Source: an optimization exercise on an open RTL-to-GDS flow (aim: small area). Production flows keep margins and buffers that such runs may drop.
In this exercise RTL edits were held to simulation tests only and were not proved equivalent to the original.
Power and IR drop assume default switching activity.

==> run P <==
## ikaopll_top
module ikaopll_top (
    input   wire                i_EMUCLK,
    input   wire                i_phiM_PCEN_n,
    input   wire                i_IC_n,
    input   wire                i_ALTPATCH_EN,
    input   wire                i_CS_n,
    input   wire                i_WR_n,
    input   wire                i_A0,
    input   wire        [7:0]   i_D,
    output  wire        [1:0]   o_D,
    output  wire                o_D_OE,
    output  wire                o_DAC_EN_MO,
    output  wire                o_DAC_EN_RO,
    output  wire                o_IMP_NOFLUC_SIGN,
    output  wire        [7:0]   o_IMP_NOFLUC_MAG,
    output  wire signed [9:0]   o_IMP_FLUC_SIGNED_MO,
    output  wire signed [9:0]   o_IMP_FLUC_SIGNED_RO,
    input   wire signed [4:0]   i_ACC_SIGNED_MOVOL,
    input   wire signed [4:0]   i_ACC_SIGNED_ROVOL,
    output  wire                o_ACC_SIGNED_STRB,
    output  wire signed [15:0]  o_ACC_SIGNED
);
Settings: LEC_CHECK=0, CAP_MARGIN=20, CORE_MARGIN=2, CORE_UTILIZATION=45, CTS_CLUSTER_DIAMETER=100, CTS_CLUSTER_SIZE=20, SLEW_MARGIN=20; clock period 10.0 ns.
run.sh (not shown) runs the stock make flow with config.mk's settings and CLKGATE_MAP_FILE= SYNTH_SCRIPT=/design/flow/synth_recipe.tcl, a recipe that flattens the netlist after the stock synthesis.
==> inputs of run D, as changes to run P <==
--- a/flow/design.v
+++ b/flow/design.v
@@ -56,12 +56,14 @@
     output  wire            o_phi1_PCEN_n,  
     output  wire            o_phi1_NCEN_n,  
     output  wire            o_DAC_EN,
     input   wire            i_RHYTHM_EN,
     output  wire            o_CYCLE_00, o_CYCLE_12, o_CYCLE_17, o_CYCLE_20, o_CYCLE_21,
     output  wire            o_CYCLE_D3_ZZ, o_CYCLE_D4, o_CYCLE_D4_ZZ,
+    output  wire            o_CYCLE_03, o_CYCLE_13, o_ACC_STRB_WINDOW,
+    output  reg     [4:0]   o_SLOT_INDEX,
     output  wire            o_MnC_SEL, o_INHIBIT_FDBK,
     output  reg             o_HH_TT_SEL,
     output  wire            o_MO_CTRL, o_RO_CTRL
 );
 wire            phi1ncen_n = o_phi1_NCEN_n;
 wire            ic_n_zzzz;
@@ -136,21 +138,24 @@
 end
 assign  o_CYCLE_21 = mc == 5'd21;
 assign  o_CYCLE_20 = mc == 5'd20;
 assign  o_CYCLE_17 = mc == 5'd17;
 assign  o_CYCLE_12 = mc == 5'd12;
 assign  o_CYCLE_00 = mc == 5'd0;
-reg     [1:0]   mc_d4_dly, mc_d3_dly;
 assign  o_CYCLE_D4 = mc[4];
-assign  o_CYCLE_D4_ZZ = mc_d4_dly[1];
-assign  o_CYCLE_D3_ZZ = mc_d3_dly[1];
-always @(posedge i_EMUCLK) if(!phi1ncen_n) begin
-    mc_d4_dly[1] <= mc_d4_dly[0];
-    mc_d4_dly[0] <= mc[4];
-    mc_d3_dly[1] <= mc_d3_dly[0];
-    mc_d3_dly[0] <= mc[3];
+assign  o_CYCLE_D4_ZZ = (mc == 5'd0) | (mc == 5'd1) | (mc[4] & (mc[2:1] != 2'b00));  
+assign  o_CYCLE_D3_ZZ = (~mc[4] & mc[3] & (mc[2:1] != 2'b00)) | (mc == 5'd16) | (mc == 5'd17);  
+assign  o_CYCLE_03 = mc == 5'd3;
+assign  o_CYCLE_13 = mc == 5'd13;
+assign  o_ACC_STRB_WINDOW = (mc >= 5'd8) & (mc <= 5'd18);
+always @(*) begin
+    case(mc[4:3])
+        2'd0:    o_SLOT_INDEX = {2'b00, mc[2:0]};
+        2'd1:    o_SLOT_INDEX = 5'd6 + {2'b00, mc[2:0]};
+        default: o_SLOT_INDEX = 5'd12 + {2'b00, mc[2:0]};
+    endcase
 end
 assign  o_MnC_SEL       =  &{(~mc[2] | mc[0]), (mc[2] | ~mc[1])};  
 assign  o_INHIBIT_FDBK  = ~|{o_MnC_SEL, ((mc == 5'd20) & i_RHYTHM_EN), ((mc == 5'd19) & i_RHYTHM_EN)};
 assign  o_MO_CTRL       = ~|{(i_RHYTHM_EN & o_CYCLE_D4_ZZ), ~o_MnC_SEL};
 assign  o_RO_CTRL       =  &{(~o_MnC_SEL | o_CYCLE_D4_ZZ), ~(mc == 5'd18), ~(mc == 5'd12), i_RHYTHM_EN};  
 always @(posedge i_EMUCLK) if(!phi1ncen_n) o_HH_TT_SEL <= &{o_MnC_SEL, ~((mc[4:1] == 4'b1000) & i_RHYTHM_EN)};
@@ -165,13 +170,14 @@
     input   wire            i_WR_n,
     input   wire            i_A0,
     input   wire    [7:0]   i_D,
     output  wire    [1:0]   o_D,
     output  wire            o_D_OE,
     input   wire            i_ALTPATCH_EN,
-    input   wire            i_CYCLE_00, i_CYCLE_12, i_CYCLE_21, i_CYCLE_D3_ZZ, i_CYCLE_D4_ZZ, i_MnC_SEL,
+    input   wire            i_CYCLE_00, i_CYCLE_13, i_CYCLE_21, i_CYCLE_D3_ZZ, i_CYCLE_D4_ZZ, i_MnC_SEL,
+    input   wire    [4:0]   i_SLOT_INDEX,
     output  wire    [3:0]   o_TEST,
     output  wire            o_RHYTHM_EN,
     output  wire    [8:0]   o_FNUM,
     output  wire    [2:0]   o_BLOCK,
     output  reg             o_KON,
     output  wire            o_SUSEN,
@@ -292,17 +298,13 @@
 always @(posedge emuclk) begin
     if(!i_RST_n) d9reg_data <= 8'h00;
     else begin if(!phi1ncen_n) begin
         if(d9reg_en && datareg_wrrq) d9reg_data <= dbus_inlatch;
     end end
 end
-reg     [4:0]   d9reg_addrcntr;
-always @(posedge emuclk) if(!phi1ncen_n) begin
-    if(i_CYCLE_21) d9reg_addrcntr <= 5'd0;
-    else d9reg_addrcntr <= d9reg_addrcntr + 5'd1;
-end
+wire    [4:0]   d9reg_addrcntr = i_SLOT_INDEX;
 reg             d9reg_wrdata_queued_n;  
 wire            trace_d9reg_addrcntr = ~|{~i_RST_n, addrreg_wrrq, d9reg_wrdata_queued_n};
 always @(posedge emuclk) if(!phi1ncen_n) begin
     d9reg_wrdata_queued_n <= ~(trace_d9reg_addrcntr | (d9reg_en && datareg_wrrq));
 end
 wire            d9reg_addr_match = ~d9reg_addrcntr[4] & (d9reg_addrcntr[3:0] == d9reg_addr[3:0]) & trace_d9reg_addrcntr;
@@ -322,14 +324,13 @@
 IKAOPLL_d9reg #(1) u_susen     (.i_EMUCLK(emuclk), .i_phi1_NCEN_n(phi1ncen_n), 
                                 .i_EN(reg20_28_en), .i_TAPSEL({i_CYCLE_D4_ZZ, i_CYCLE_D3_ZZ}), .i_D(i_RST_n ? d9reg_data[5] : 1'b0), .o_Q(o_SUSEN));
 IKAOPLL_d9reg #(4) u_vol       (.i_EMUCLK(emuclk), .i_phi1_NCEN_n(phi1ncen_n), 
                                 .i_EN(reg30_38_en), .i_TAPSEL({i_CYCLE_D4_ZZ, i_CYCLE_D3_ZZ}), .i_D(i_RST_n ? d9reg_data[3:0] : 4'd0), .o_Q(vol_reg));
 IKAOPLL_d9reg #(4) u_inst      (.i_EMUCLK(emuclk), .i_phi1_NCEN_n(phi1ncen_n), 
                                 .i_EN(reg30_38_en), .i_TAPSEL({i_CYCLE_D4_ZZ, i_CYCLE_D3_ZZ}), .i_D(i_RST_n ? d9reg_data[7:4] : 4'd0), .o_Q(inst_reg));
-reg             cyc13;
-always @(posedge i_EMUCLK) if(!phi1ncen_n) cyc13 <= i_CYCLE_12;
+wire            cyc13 = i_CYCLE_13;
 wire            perc_proc_d = rhythm_reg[5] & cyc13;
 reg     [4:0]   perc_proc;
 always @(posedge i_EMUCLK) if(!phi1ncen_n) begin
     perc_proc[0] <= perc_proc_d;
     perc_proc[4:1] <= perc_proc[3:0];
 end
@@ -843,36 +844,28 @@
     endcase
 end
 wire    [9:0]   debug_cyc1c_pmamt_full = {{7{cyc1c_pmamt_sign}}, cyc1c_pmamt_val} + cyc1c_pmamt_sign;
 wire    [10:0]  cyc1c_phase_modded_val = {cyc0r_fnum, 1'b0} + {{7{cyc1c_pmamt_sign}}, cyc1c_pmamt_val} + cyc1c_pmamt_sign;
 wire            cyc1c_phase_modded_msb = cyc1c_phase_modded_val[10] & ~cyc1c_pmamt_sign;
 wire    [10:0]  cyc1c_phase_modded = {cyc1c_phase_modded_msb, cyc1c_phase_modded_val[9:0]}; 
-reg     [13:0]  cyc1c_blockshifter0;
-reg     [16:0]  cyc1c_blockshifter1;
-always @(*) begin
-    case(cyc0r_block[1:0])
-        2'b00: cyc1c_blockshifter0 = {3'b000, cyc1c_phase_modded};
-        2'b01: cyc1c_blockshifter0 = {2'b00, cyc1c_phase_modded, 1'b0};
-        2'b10: cyc1c_blockshifter0 = {1'b0, cyc1c_phase_modded, 2'b00};
-        2'b11: cyc1c_blockshifter0 = {cyc1c_phase_modded, 3'b000};
-    endcase
-    case(cyc0r_block[2])
-        1'b0: cyc1c_blockshifter1 = {4'b0000, cyc1c_blockshifter0[13:1]};
-        1'b1: cyc1c_blockshifter1 = {cyc1c_blockshifter0, 3'b000};
-    endcase
-end
 reg     [3:0]   cyc1c_mul;
 always @(*) begin
     case(cyc0r_mul)
+        4'h0:    cyc1c_mul = 4'd1;
         4'hB:    cyc1c_mul = 4'd10;
         4'hD:    cyc1c_mul = 4'd12;
         4'hE:    cyc1c_mul = 4'd15;
         default: cyc1c_mul = cyc0r_mul;
     endcase
 end
-wire    [18:0]  cyc1c_phase_delta = (cyc0r_mul == 4'd0) ? {3'b000, cyc1c_blockshifter1[16:1]} : cyc1c_blockshifter1 * cyc1c_mul;
+wire            cyc1c_mul_zero = cyc0r_mul == 4'd0;
+wire    [10:0]  cyc1c_phase_masked = {cyc1c_phase_modded[10:1], cyc1c_phase_modded[0] & ~(cyc0r_block == 3'd0 & ~cyc1c_mul_zero)};
+wire    [14:0]  cyc1c_phase_product = cyc1c_phase_masked * cyc1c_mul;
+wire    [17:0]  cyc1c_blockshifter0 = {3'b000, cyc1c_phase_product} << cyc0r_block[1:0];
+wire    [21:0]  cyc1c_blockshifter1 = cyc0r_block[2] ? {cyc1c_blockshifter0, 4'b0000} : {4'b0000, cyc1c_blockshifter0};
+wire    [18:0]  cyc1c_phase_delta = cyc1c_mul_zero ? cyc1c_blockshifter1[20:2] : cyc1c_blockshifter1[19:1];
 reg     [18:0]  cyc1r_phase_current, cyc2r_phase_current;
 always @(posedge emuclk) if(!phi1ncen_n) begin
     cyc1r_phase_current <= cyc1c_phase_delta + (~(i_PG_PHASE_RST | i_TEST[2]) ? cyc18r_phase_sr_out : 19'd0);
     cyc2r_phase_current <= cyc1r_phase_current;
     cyc3r_phase_current <= cyc2r_phase_current;
 end
@@ -1676,25 +1669,25 @@
 assign  o_DATA[47] = col47[addr_z];
 endmodule
 module IKAOPLL_dac (
     input   wire            i_EMUCLK,  
     input   wire            i_RST_n,
     input   wire            i_phi1_NCEN_n,  
-    input   wire            i_DAC_EN, i_CYCLE_00, i_MO_CTRL, i_RO_CTRL, i_INHIBIT_FDBK,
+    input   wire            i_DAC_EN, i_CYCLE_03, i_ACC_STRB_WINDOW, i_MO_CTRL, i_RO_CTRL, i_INHIBIT_FDBK,
     input   wire            i_RHYTHM_EN,
     output  wire    [8:0]   o_REG_TEST_SNDDATA,
     input   wire    [8:0]   i_DAC_OPDATA,
     output  wire                o_DAC_EN_MO,
     output  wire                o_DAC_EN_RO,
     output  wire                o_IMP_NOFLUC_SIGN,
     output  wire        [7:0]   o_IMP_NOFLUC_MAG,
     output  wire signed [9:0]   o_IMP_FLUC_SIGNED_MO,    
     output  wire signed [9:0]   o_IMP_FLUC_SIGNED_RO,
     input   wire signed [4:0]   i_ACC_SIGNED_MOVOL,
     input   wire signed [4:0]   i_ACC_SIGNED_ROVOL,
-    output  reg                 o_ACC_SIGNED_STRB,
+    output  wire                o_ACC_SIGNED_STRB,
     output  reg  signed [15:0]  o_ACC_SIGNED
 );
 wire            emuclk = i_EMUCLK;
 wire            phi1ncen_n = i_phi1_NCEN_n;
 wire            perc_sr_shift_n = ~(~i_RHYTHM_EN | i_RO_CTRL) & i_RST_n;
 wire    [8:0]   perc_sr_q;
@@ -1720,36 +1713,28 @@
 assign  o_IMP_NOFLUC_SIGN = snddata_signmag[8];
 assign  o_IMP_NOFLUC_MAG = snddata_signmag[7:0];
 wire signed [9:0]   dac_out = snddata_signmag[8] ? {2'b11, ~snddata_signmag[7:0]}: {2'b00, snddata_signmag[7:0]} + 10'b1;
 wire signed [9:0]   dac_zlv = snddata_signmag[8] ? 10'h3FF : 10'h1;  
 assign  o_IMP_FLUC_SIGNED_MO = fm_dac_en   ? dac_out : dac_zlv;
 assign  o_IMP_FLUC_SIGNED_RO = perc_dac_en ? dac_out : dac_zlv;
-reg         [2:0]   cyc0_dly;
+wire        [2:0]   cyc0_dly = {i_CYCLE_03, 2'b00};
 reg                 dac_acc_en;
 reg signed  [16:0]  dac_acc;
 always @(posedge emuclk) if(!phi1ncen_n) begin
-    cyc0_dly[0] <= i_CYCLE_00;
-    cyc0_dly[2:1] <= cyc0_dly[1:0];
     dac_acc_en <= ~i_INHIBIT_FDBK;
     if(cyc0_dly[2]) begin
         dac_acc <= 17'sd0;
              if(dac_acc >  17'sd32767) o_ACC_SIGNED <= 16'sd32767;
         else if(dac_acc < -17'sd32768) o_ACC_SIGNED <= -16'sd32768;
         else o_ACC_SIGNED <= dac_acc[15:0];
     end
     else begin if(dac_acc_en) begin
         dac_acc <= dac_acc + ($signed(snddata_signmag[8] ? {1'b1, ~snddata_signmag[7:0]} : {1'b0, snddata_signmag[7:0]}) * (ro_ctrl_z ? i_ACC_SIGNED_ROVOL : i_ACC_SIGNED_MOVOL));
     end end
 end
-reg     [4:0]   dac_acc_outcyc;
-always @(posedge emuclk) if(!phi1ncen_n) begin
-    if(cyc0_dly[2]) dac_acc_outcyc <= 5'd0;
-    else dac_acc_outcyc <= dac_acc_outcyc + 5'd1;
-    if(dac_acc_outcyc == 5'd1) o_ACC_SIGNED_STRB <= 1'b1;
-    else if(dac_acc_outcyc == 5'd10) o_ACC_SIGNED_STRB <= 1'b0;
-end
+assign  o_ACC_SIGNED_STRB = i_ACC_STRB_WINDOW;
 endmodule
 module IKAOPLL #(
     parameter FULLY_SYNCHRONOUS = 1,         
     parameter FAST_RESET = 0,                
     parameter ALTPATCH_CONFIG_MODE = 0,      
     parameter USE_PIPELINED_MULTIPLIER = 0   
@@ -1779,12 +1764,14 @@
 wire            emuclk = i_XIN_EMUCLK;
 assign  o_XOUT = ~emuclk;
 wire            phi1pcen_n, phi1ncen_n, dac_en;
 wire            rst_n;
 wire            cycle_00, cycle_12, cycle_17, cycle_20, cycle_21;
 wire            cycle_d4, cycle_d3_zz, cycle_d4_zz;
+wire            cycle_03, cycle_13, acc_strb_window;
+wire    [4:0]   slot_index;
 wire            m_nc_sel, inhibit_fdbk, hh_tt_sel;
 wire            mo_ctrl, ro_ctrl;
 wire    [3:0]   test;
 wire            rhythm_en;
 wire    [8:0]   fnum;
 wire    [2:0]   block;
@@ -1819,12 +1806,16 @@
     .o_CYCLE_17                 (cycle_17                   ), 
     .o_CYCLE_20                 (cycle_20                   ), 
     .o_CYCLE_21                 (cycle_21                   ),
     .o_CYCLE_D4                 (cycle_d4                   ),
     .o_CYCLE_D3_ZZ              (cycle_d3_zz                ),
     .o_CYCLE_D4_ZZ              (cycle_d4_zz                ),
+    .o_CYCLE_03                 (cycle_03                   ),
+    .o_CYCLE_13                 (cycle_13                   ),
+    .o_ACC_STRB_WINDOW          (acc_strb_window            ),
+    .o_SLOT_INDEX               (slot_index                 ),
     .o_MnC_SEL                  (m_nc_sel                   ),
     .o_INHIBIT_FDBK             (inhibit_fdbk               ),
     .o_HH_TT_SEL                (hh_tt_sel                  ),
     .o_MO_CTRL                  (mo_ctrl                    ),
     .o_RO_CTRL                  (ro_ctrl                    )
 );
@@ -1839,13 +1830,14 @@
     .i_A0                       (i_A0                       ),
     .i_D                        (i_D                        ),
     .o_D                        (o_D                        ),
     .o_D_OE                     (o_D_OE                     ),
     .i_ALTPATCH_EN              (i_ALTPATCH_EN              ),
     .i_CYCLE_00                 (cycle_00                   ),
-    .i_CYCLE_12                 (cycle_12                   ),
+    .i_CYCLE_13                 (cycle_13                   ),
+    .i_SLOT_INDEX               (slot_index                 ),
     .i_CYCLE_21                 (cycle_21                   ),
     .i_CYCLE_D3_ZZ              (cycle_d3_zz                ),
     .i_CYCLE_D4_ZZ              (cycle_d4_zz                ),
     .i_MnC_SEL                  (m_nc_sel                   ),
     .o_TEST                     (test                       ),
     .o_RHYTHM_EN                (rhythm_en                  ),
@@ -1952,13 +1944,14 @@
 );
 IKAOPLL_dac u_DAC (
     .i_EMUCLK                   (emuclk                     ),
     .i_RST_n                    (rst_n                      ),
     .i_phi1_NCEN_n              (phi1ncen_n                 ),
     .i_DAC_EN                   (dac_en                     ),
-    .i_CYCLE_00                 (cycle_00                   ),
+    .i_CYCLE_03                 (cycle_03                   ),
+    .i_ACC_STRB_WINDOW          (acc_strb_window            ),
     .i_MO_CTRL                  (mo_ctrl                    ),
     .i_RO_CTRL                  (ro_ctrl                    ),
     .i_INHIBIT_FDBK             (inhibit_fdbk               ),
     .i_RHYTHM_EN                (rhythm_en                  ),
     .o_REG_TEST_SNDDATA         (reg_test_snddata           ),
     .i_DAC_OPDATA               (dac_opdata                 ),
Settings changed: ABC_AREA set to 1, CORE_UTILIZATION 45 to 60.
==> inputs of run X, as changes to run P <==
--- a/flow/design.v
+++ b/flow/design.v
@@ -362,24 +362,32 @@
             (rhythm_reg[4] & perc_proc[2]) |
             (rhythm_reg[3] & perc_proc[3]) | 
             (rhythm_reg[1] & perc_proc[4]) | 
             kon_reg;
 end
 wire            cust_inst_sel = ~|{perc_proc_d, perc_proc[0], perc_proc[1], perc_proc[2], perc_proc[3], perc_proc[4]} & inst_reg == 4'h0;
-wire            m_nc_sel_z = i_MnC_SEL;
-wire            cust_inst_sel_z = cust_inst_sel;
+reg             m_nc_sel_z, cust_inst_sel_z;
+always @(posedge i_EMUCLK) if(!phi1pcen_n) begin  
+    m_nc_sel_z <= i_MnC_SEL;
+    cust_inst_sel_z <= cust_inst_sel;
+end
 wire            reg_mod_oe = cust_inst_sel_z &  m_nc_sel_z;  
 wire            reg_car_oe = cust_inst_sel_z & ~m_nc_sel_z;  
 wire            fdbk_reg_oe = cust_inst_sel_z;  
 wire            vol_latch_oe = ~m_nc_sel_z;  
-wire            inst_latch_oe = perc_proc[0] | perc_proc[1];
+reg             inst_latch_oe;
+always @(posedge i_EMUCLK) if(!phi1pcen_n) inst_latch_oe <= perc_proc[0] | perc_proc[1];
 wire            rom_general_oe = ~cust_inst_sel_z;
 wire            tl_rom_oe = ~|{inst_latch_oe, reg_mod_oe, vol_latch_oe};
-wire    [3:0]   vol_reg_latch = vol_reg;
-wire    [3:0]   inst_reg_latch = inst_reg;
-wire            kon_z = o_KON;
+reg     [3:0]   vol_reg_latch, inst_reg_latch;
+always @(posedge i_EMUCLK) if(!phi1pcen_n) vol_reg_latch <= vol_reg;
+always @(posedge i_EMUCLK) if(!phi1pcen_n) inst_reg_latch <= inst_reg;
+reg             kon_z;
+always @(posedge i_EMUCLK) if(!phi1pcen_n) begin
+    kon_z <= o_KON;
+end
 wire            force_egparam_zero = ~inst_latch_oe & m_nc_sel_z & ~kon_z;
 reg     [3:0]   ar_muxed, dr_muxed, rr_muxed;
 assign  o_AR = force_egparam_zero ? 4'd0 : ar_muxed;
 assign  o_DR = force_egparam_zero ? 4'd0 : dr_muxed;
 assign  o_RR = force_egparam_zero ? 4'd0 : rr_muxed;
 always @(*) begin
@@ -513,36 +521,35 @@
     output  wire    [2:0]   o_FB_ROM,
     output  wire            o_AM_ROM, o_PM_ROM, o_ETYP_ROM, o_KSR_ROM,
     output  wire    [3:0]   o_MUL_ROM,
     output  wire    [1:0]   o_KSL_ROM,
     output  wire    [3:0]   o_AR_ROM, o_DR_ROM, o_SL_ROM, o_RR_ROM
 );
-reg             altpatch_en_z;
-always @(posedge i_EMUCLK) if(!i_phi1_PCEN_n) altpatch_en_z <= i_ALTPATCH_EN;
 wire            percussion_sel = |{i_BD0_SEL, i_HH_SEL, i_TT_SEL, i_BD1_SEL, i_SD_SEL, i_TC_SEL};
 reg     [5:0]   mem_addr;
 always @(*) begin
     if(percussion_sel) begin
         case({i_BD0_SEL, i_HH_SEL, i_TT_SEL, i_BD1_SEL, i_SD_SEL, i_TC_SEL})
-            6'b100000: mem_addr = {altpatch_en_z, 1'b1, 4'h0};
-            6'b010000: mem_addr = {altpatch_en_z, 1'b1, 4'h1};
-            6'b001000: mem_addr = {altpatch_en_z, 1'b1, 4'h2};
-            6'b000100: mem_addr = {altpatch_en_z, 1'b1, 4'h3};
-            6'b000010: mem_addr = {altpatch_en_z, 1'b1, 4'h4};
-            6'b000001: mem_addr = {altpatch_en_z, 1'b1, 4'h5};
-            default:   mem_addr = {altpatch_en_z, 1'b1, 4'hF};
+            6'b100000: mem_addr = {i_ALTPATCH_EN, 1'b1, 4'h0};
+            6'b010000: mem_addr = {i_ALTPATCH_EN, 1'b1, 4'h1};
+            6'b001000: mem_addr = {i_ALTPATCH_EN, 1'b1, 4'h2};
+            6'b000100: mem_addr = {i_ALTPATCH_EN, 1'b1, 4'h3};
+            6'b000010: mem_addr = {i_ALTPATCH_EN, 1'b1, 4'h4};
+            6'b000001: mem_addr = {i_ALTPATCH_EN, 1'b1, 4'h5};
+            default:   mem_addr = {i_ALTPATCH_EN, 1'b1, 4'hF};
         endcase
     end
     else begin
-        mem_addr = {altpatch_en_z, 1'b0, i_INST_ADDR};
+        mem_addr = {i_ALTPATCH_EN, 1'b0, i_INST_ADDR};
     end
 end
 reg     [62:0]  mem_q;
 generate
 if(INSTROM_STYLE == 0) begin
-wire    [5:0]   mem_addr_z = mem_addr;
+reg     [5:0]   mem_addr_z;
+always @(posedge i_EMUCLK) if(!i_phi1_PCEN_n) mem_addr_z <= mem_addr;
 always @(*) begin
     case(mem_addr_z)
         6'h00: mem_q = 63'b000000_0_0_000_00_00_00_00_00000000_0000_00000000_00000000_00000000_00000000;
         6'h01: mem_q = 63'b011110_1_0_111_00_11_11_10_00010001_0000_11010111_00001000_00000001_00000111;
         6'h02: mem_q = 63'b011010_0_1_101_00_01_00_10_00110001_0000_11011111_10000111_00100001_00110011;
         6'h03: mem_q = 63'b011001_0_0_000_00_00_00_10_00110001_1000_11111100_00100100_00010010_00010011;
@@ -708,13 +715,14 @@
         6'h35: mem_q <= 63'b000000_0_0_000_00_00_00_00_00000001_0000_00001010_00001010_00000101_00000101;  
         default: mem_q <= 63'b000000_0_0_000_00_00_00_00_00000000_0000_00000000_00000000_00000000_00000000;   
     endcase
 end
 end
 endgenerate
-wire            m_nc_sel_z = i_MnC_SEL;
+reg             m_nc_sel_z;
+always @(posedge i_EMUCLK) if(!i_phi1_PCEN_n) m_nc_sel_z <= i_MnC_SEL;  
 assign  o_RR_ROM   = m_nc_sel_z ? mem_q[7:4] : mem_q[3:0];
 assign  o_SL_ROM   = m_nc_sel_z ? mem_q[15:12] : mem_q[11:8];
 assign  o_DR_ROM   = m_nc_sel_z ? mem_q[23:20] : mem_q[19:16];
 assign  o_AR_ROM   = m_nc_sel_z ? mem_q[31:28] : mem_q[27:24];
 assign  o_KSL_ROM  = m_nc_sel_z ? mem_q[35:34] : mem_q[33:32];
 assign  o_MUL_ROM  = m_nc_sel_z ? mem_q[43:40] : mem_q[39:36];
@@ -1574,13 +1582,14 @@
 module IKAOPLL_exprom (
     input   wire            i_EMUCLK,  
     input   wire            i_CEN_n,  
     input   wire    [4:0]   i_ADDR,
     output  wire    [47:0]  o_DATA
 );
-wire    [4:0]   addr_z = i_ADDR;
+reg     [4:0]   addr_z;
+always @(posedge i_EMUCLK) if(!i_CEN_n) addr_z <= i_ADDR;
 wire    [31:0]  col0 = 32'b11001100001111111111111100001100;
 assign  o_DATA[0] = col0[addr_z];
 wire    [31:0]  col1 = 32'b01111001100100101010001010100100;
 assign  o_DATA[1] = col1[addr_z];
 wire    [31:0]  col2 = 32'b10010101011010011001110000000000;
 assign  o_DATA[2] = col2[addr_z];
@@ -1734,13 +1743,14 @@
         dac_acc <= 17'sd0;
              if(dac_acc >  17'sd32767) o_ACC_SIGNED <= 16'sd32767;
         else if(dac_acc < -17'sd32768) o_ACC_SIGNED <= -16'sd32768;
         else o_ACC_SIGNED <= dac_acc[15:0];
     end
     else begin if(dac_acc_en) begin
-        dac_acc <= dac_acc + ($signed(snddata_signmag[8] ? {1'b1, ~snddata_signmag[7:0]} : {1'b0, snddata_signmag[7:0]}) * (ro_ctrl_z ? i_ACC_SIGNED_ROVOL : i_ACC_SIGNED_MOVOL));
+        if(ro_ctrl_z) dac_acc <= dac_acc + ($signed(snddata_signmag[8] ? {1'b1, ~snddata_signmag[7:0]} : {1'b0, snddata_signmag[7:0]}) * i_ACC_SIGNED_ROVOL);
+        else          dac_acc <= dac_acc + ($signed(snddata_signmag[8] ? {1'b1, ~snddata_signmag[7:0]} : {1'b0, snddata_signmag[7:0]}) * i_ACC_SIGNED_MOVOL);
     end end
 end
 reg     [4:0]   dac_acc_outcyc;
 always @(posedge emuclk) if(!phi1ncen_n) begin
     if(cyc0_dly[2]) dac_acc_outcyc <= 5'd0;
     else dac_acc_outcyc <= dac_acc_outcyc + 5'd1;
Settings changed: CTS_CLUSTER_DIAMETER 100 to not set, CTS_CLUSTER_SIZE 20 to not set.
==> summary.txt <==
Non-clock buffer count, lowest first: run D, run X, run P. Register-to-register slack is about the same in run X and run P. Against run X, the final area of run D is lower by 10%. Clock skew: run D is lower than run X (0.0059 ns). Of run P and run D, run D has the higher hold slack (gap 0.018 ns). In run X the maximum frequency is smaller than in run D, by 6.9%. Of run D and run P, run D has the higher utilization (gap 16 points). Synthesized cell count, lowest first: run P, run X, run D. The lowest count of clock-buffer cells in the layout belongs to run P, the highest to run X. Of run D and run P, run P has the higher sequential power (gap about 0.6%, measured against run P).
==> figures <==
| quantity | run P | run X | run D |
|---|---|---|---|
| Number of standard cells in the layout, taps in and fillers out | 7290 | 7721 | 7171 |
| Share of final layout cell area taken by clock buffers and inverters | 3.46% | 6.48% | 3.43% |
| Status | no timing/DRC/antenna violations | no timing/DRC/antenna violations | no timing/DRC/antenna violations |
| Yosys top cell area share | 59.5% | 58.1% | 60.3% |
| Power drawn by the clock network | 3600 uW | 5650 uW | 3450 uW |
| DR pass1 iterations | 8 | 6 | 6 |
| Global Route met1 Usage | 29.6% | 28.3% | 39.8% |
| Buffers outside the clock class | 156 | 144 | 124 |
| Antenna Cells | 4 | 2 | 1 |
| Filler instances | 12900 | 13300 | 8161 |
| Post-Route Skew | 0.0276 ns | 0.0386 ns | 0.0327 ns |
| Vias in the first global route | 39900 | 41500 | 39700 |
| Clock network power share | 18.7% | 25.4% | 18.3% |
| Group with the largest share of power | sequential cells | combinational logic | sequential cells |
| Multi-input gate count | 3391 | 3523 | 3403 |
| Total combinational power | 7680 uW | 8510 uW | 7560 uW |
| Reg2reg end | u_opll.u_OP.cyc19r_lswave_raw[10] | u_opll.u_OP.cyc19r_lswave_raw[10] | - |
| Total chip power | 19200 uW | 22300 uW | 18900 uW |
| Delay of the slowest cell on the worst path | 0.80 ns | 1.00 ns | 0.54 ns |
| Total area of multi-input combinational cells | 22700 um^2 | 24600 um^2 | 20000 um^2 |
| Post-Syn Nets | 5681 | 5951 | 6003 |
| Most used cell, CP | sky130_fd_sc_hd__a21oi_1 | sky130_fd_sc_hd__a21oi_1 | sky130_fd_sc_hd__nand2_1 |

[re-timing with driven ports]
No port has a modelled driver above. Below, the same layouts with a new extraction and two added sets of constraints. Step 1, drivers: a clkbuf_16 drives i_EMUCLK and a buf_2 each remaining input, both assumed. Step 2 also shifts input and output timing later by t, the mid clock arrival at the registers, as if the neighbouring blocks saw the same clock. Slacks: ideal / step 1 / step 2; pairs: ideal / step 1.
run	t (ns)	setup WS [ns]	worst hold slack (ns)	worst slew at a driven data input, ns	pins driven straight from the clock port
run P	0.770	1.297 / 1.297 / 1.297	0.318 / 0.318 / 0.318	0.12	1
run D	0.740	1.911 / 1.911 / 1.911	0.336 / 0.336 / 0.336	0.13	1
run X	0.856	1.308 / 1.308 / 1.308	0.309 / 0.309 / 0.309	0.08	1
After both steps setup and hold are still met in every run listed.
